Background: an optimization exercise with open tools, aiming at small area and a short achievable clock period. Do not read the settings as production practice. At most, simulation tests tie the RTL to the original design; equivalence was not proved. Power figures rest on the tool's default switching activity, not on a simulated workload.

## P
Design PE, start of the top module:
module PE (
    input  wire               clk,
    input  wire               rst,
    input  wire               en,
    input  wire               mode_residual,
    input  wire signed [15:0] input_data,
    input  wire signed [15:0] weight_data,
    input  wire signed [15:0] residual_data,
    output reg  signed [15:0] output_data,
    output wire               input_sparse,
    output wire               weight_sparse,
    output wire               computation_skipped,
    output reg         [15:0] sparse_count,
    output reg         [15:0] total_count
);
clock: 8.0 ns
lec_check: 0
cap_margin: 20
core_margin: 2
core_utilization: 40
cts_buf_list: sky130_fd_sc_hd__clkbuf_8
place_density: 0.6
setup_slack_margin: 3.4
slew_margin: 20
synth_hierarchical: 1
synth_minimum_keep_size: 0
standard.sh (not shown) runs the stock make flow with config.mk's settings and CLKGATE_MAP_FILE= SYNTH_SCRIPT=/design/flow/synth_recipe.tcl, a recipe that flattens the netlist after the stock synthesis.
==> flow/flow/run.sh <==
#!/bin/bash
# Standard ORFS layout with two changes:
#  - port buffers use the smallest buffer cell (buffer_ports' default pick is clkdlybuf4s50_1);
#  - after synthesis every combinational cell starts at drive strength 1 (flow/downsize.tcl),
#    and timing repair sizes up only what the timing needs.
set -euo pipefail
export BUFFER_PORTS_ARGS="-buffer_cell sky130_fd_sc_hd__buf_1"
export POST_SYNTH_TCL="$(pwd)/flow/downsize.tcl"
bash standard.sh finish > standard_flow.log 2>&1
==> flow/flow/downsize.tcl <==
# Sourced after the synthesized netlist is loaded (POST_SYNTH_TCL): set every
# combinational cell to its smallest (_1) drive strength; the later timing repair
# sizes up the cells that need it. Flip-flops are left as synthesis made them.
set db [ord::get_db]
set n 0
foreach inst [[ord::get_db_block] getInsts] {
  set m [[$inst getMaster] getName]
  if {[regexp {^(sky130_fd_sc_hd__[a-z0-9]+)_([0-9]+)$} $m -> base d]} {
    if {[string match "*__df*" $base] || [string match "*__dl*" $base] || [string match "*__sdf*" $base]} { continue }
    if {$d > 1} {
      set nm [$db findMaster ${base}_1]
      if {$nm ne "NULL" && $nm ne ""} { $inst swapMaster $nm; incr n }
    }
  }
}
puts "downsize.tcl: set $n cells to drive strength 1"
Here is what was changed in the inputs of Q compared with P.
# P
export LEC_CHECK = 0
export CAP_MARGIN = 20
export CORE_MARGIN = 2
export CORE_UTILIZATION = 40
export CTS_BUF_LIST = sky130_fd_sc_hd__clkbuf_8
export PLACE_DENSITY = 0.6
export SETUP_SLACK_MARGIN = 3.4
export SLEW_MARGIN = 20
export SYNTH_HIERARCHICAL = 1
export SYNTH_MINIMUM_KEEP_SIZE = 0
create_clock -name core_clock -period 8.0 [get_ports {clk}]
# Q
export LEC_CHECK = 0
export CAP_MARGIN = 20
export CORE_MARGIN = 2
export CORE_UTILIZATION = 40
export PLACE_DENSITY = 0.6
export SETUP_SLACK_MARGIN = 3.5
export SLEW_MARGIN = 20
export SYNTH_HIERARCHICAL = 1
export SYNTH_MINIMUM_KEEP_SIZE = 0
create_clock -name core_clock -period 8.0 [get_ports {clk}]
Findings:
Q: full flow OK, the timing, DRC and antenna checks passed
Q: combinational fraction of design power lower than P
Share of cells above drive strength 1: Q vs P up 1.4 points
The number of cells on the critical path of Q is higher than that of P.
Compared with P, Q shows a via count that is 58 higher.
[Q] transition time of the tightest slew-check pin rose 9.8 ps relative to P
Number of clock-tree buffers in the layout on Q is up relative to P.
Function was not checked in any run of this note: the RTL went through the layout flow alone.

* * *

run A:
Another version of the RTL of PE (not shown whole).
For scale: about 680 cells after synthesis, roughly 100 I/O pins, ~7300 um^2 of cells after synthesis.
export LEC_CHECK = 0
export CAP_MARGIN = 20
export CORE_MARGIN = 2
export CORE_UTILIZATION = 40
export PLACE_DENSITY = 0.6
export SETUP_SLACK_MARGIN = 3.6
export SLEW_MARGIN = 20
export SYNTH_HIERARCHICAL = 1
export SYNTH_MINIMUM_KEEP_SIZE = 0
create_clock -name core_clock -period 8.0 [get_ports {clk}]
Scripts as last shown in full above: flow/flow/run.sh, flow/flow/downsize.tcl
## Diff of input files: run B against run A
Settings: SETUP_SLACK_MARGIN changed from 3.6 to 3.5; CTS_BUF_LIST newly set to sky130_fd_sc_hd__clkbuf_8.
--- outcome ---
Diff run B and run A: biggest cell delay along the critical path lower in run B. Run B: design area 3.5% below run A. Final period utilization in run B is 0.24 points below run A. Run B against run A: worst slew margin relative to its limit flat; layout cell share with drive strength beyond 1 down 2.2 points; first-iteration DRC count picked up an extra 6; maximum frequency went up 0.43%; average routed wire per standard cell fell about 0.5%. Run B vs. run A: total setup buffers inserted after CTS went down 4, cell count went down 8, total power of the final layout went down 3.4%.
Modified inputs, run C compared to run B
Settings: SETUP_SLACK_MARGIN now 3.7, was 3.5; CTS_BUF_LIST no longer set, was sky130_fd_sc_hd__clkbuf_8.
Results
First-pass GRT wire length for run C: about 0.8% up relative to run B
Relative slew slack (higher): run C
Of the two values seen for slowest library cell on the worst path, sky130_fd_sc_hd__a31oi_2 was produced by run B and sky130_fd_sc_hd__nor4_1 by run C.
Between run B and run C, the power density over the cells is higher for run B.
Going from run B to run C, internal power of the cells grew by 120 uW, worst path setup slack after routing now sits higher.
[compare] base=run B new=run C: critical path depth stayed essentially flat; worst hold slack neither gained nor lost much.

* * *

## main
Starting RTL as in the previous note.
Settings: LEC_CHECK=0, CAP_MARGIN=20, CORE_MARGIN=2, CORE_UTILIZATION=40, PLACE_DENSITY=0.6, SETUP_SLACK_MARGIN=3.3, SLEW_MARGIN=20, SYNTH_HIERARCHICAL=1, SYNTH_MINIMUM_KEEP_SIZE=0; clock period 8.0 ns.
Scripts as last shown in full above: flow/flow/run.sh, flow/flow/downsize.tcl
Input changes introduced in the feature branch (baseline for comparison: main):
-- flow/config.mk --
<<< main, line 10
export CORE_UTILIZATION = 40
export PLACE_DENSITY = 0.6
export SETUP_SLACK_MARGIN = 3.3
>>> the feature branch, line 10
export CORE_UTILIZATION = 55
export PLACE_DENSITY = 0.7
export SETUP_SLACK_MARGIN = 3.5
--- outcome ---
Higher die span in y was reported by main, not the feature branch.
Relative to main, the combinational power measured on the feature branch has increased by a few percent.
Status: clock skew after layout parity (the feature branch, main)
Taking main as the reference, in the feature branch clock power share has increased, met3 global-route usage has increased, count of clock-buffer cells in the layout has decreased.
main and the feature branch all finish clean.

[re-timing with driven ports]
Ports are ideal in the flow. The routed layouts listed here were re-timed in OpenROAD.
Step 1 assumes that a clkbuf_16 drives the clock port and a buf_2 every other input.
Step 2 also shifts input and output timing later by t, the mid clock arrival at the registers, as if the neighbouring blocks saw the same clock.
Three values: no drivers, after step 1, after step 2; two values: the first two.
run	shift t [ns]	setup WS [ns]	clock arrival spread, ns	slew at the worst register clock pin (ns)
P	0.383	3.449 / 3.420 / 3.116	0.011 / 0.011	0.08 / 0.08
Q	0.371	3.587 / 3.569 / 3.228	0.009 / 0.010	0.06 / 0.06
run A	0.372	3.540 / 3.514 / 3.253	0.007 / 0.007	0.06 / 0.06
run B	0.388	3.559 / 3.538 / 3.200	0.012 / 0.013	0.08 / 0.08
run C	0.372	3.624 / 3.603 / 3.257	0.007 / 0.007	0.06 / 0.06
main	0.368	3.361 / 3.369 / 3.011	0.006 / 0.007	0.06 / 0.06
the feature branch	0.389	3.534 / 3.536 / 3.147	0.009 / 0.009	0.06 / 0.06
After both steps setup and hold are still met in every run listed. For the feature branch, which loses most, drivers alone change the setup slack by +0.002 ns; drivers and shift together by -0.387 ns.
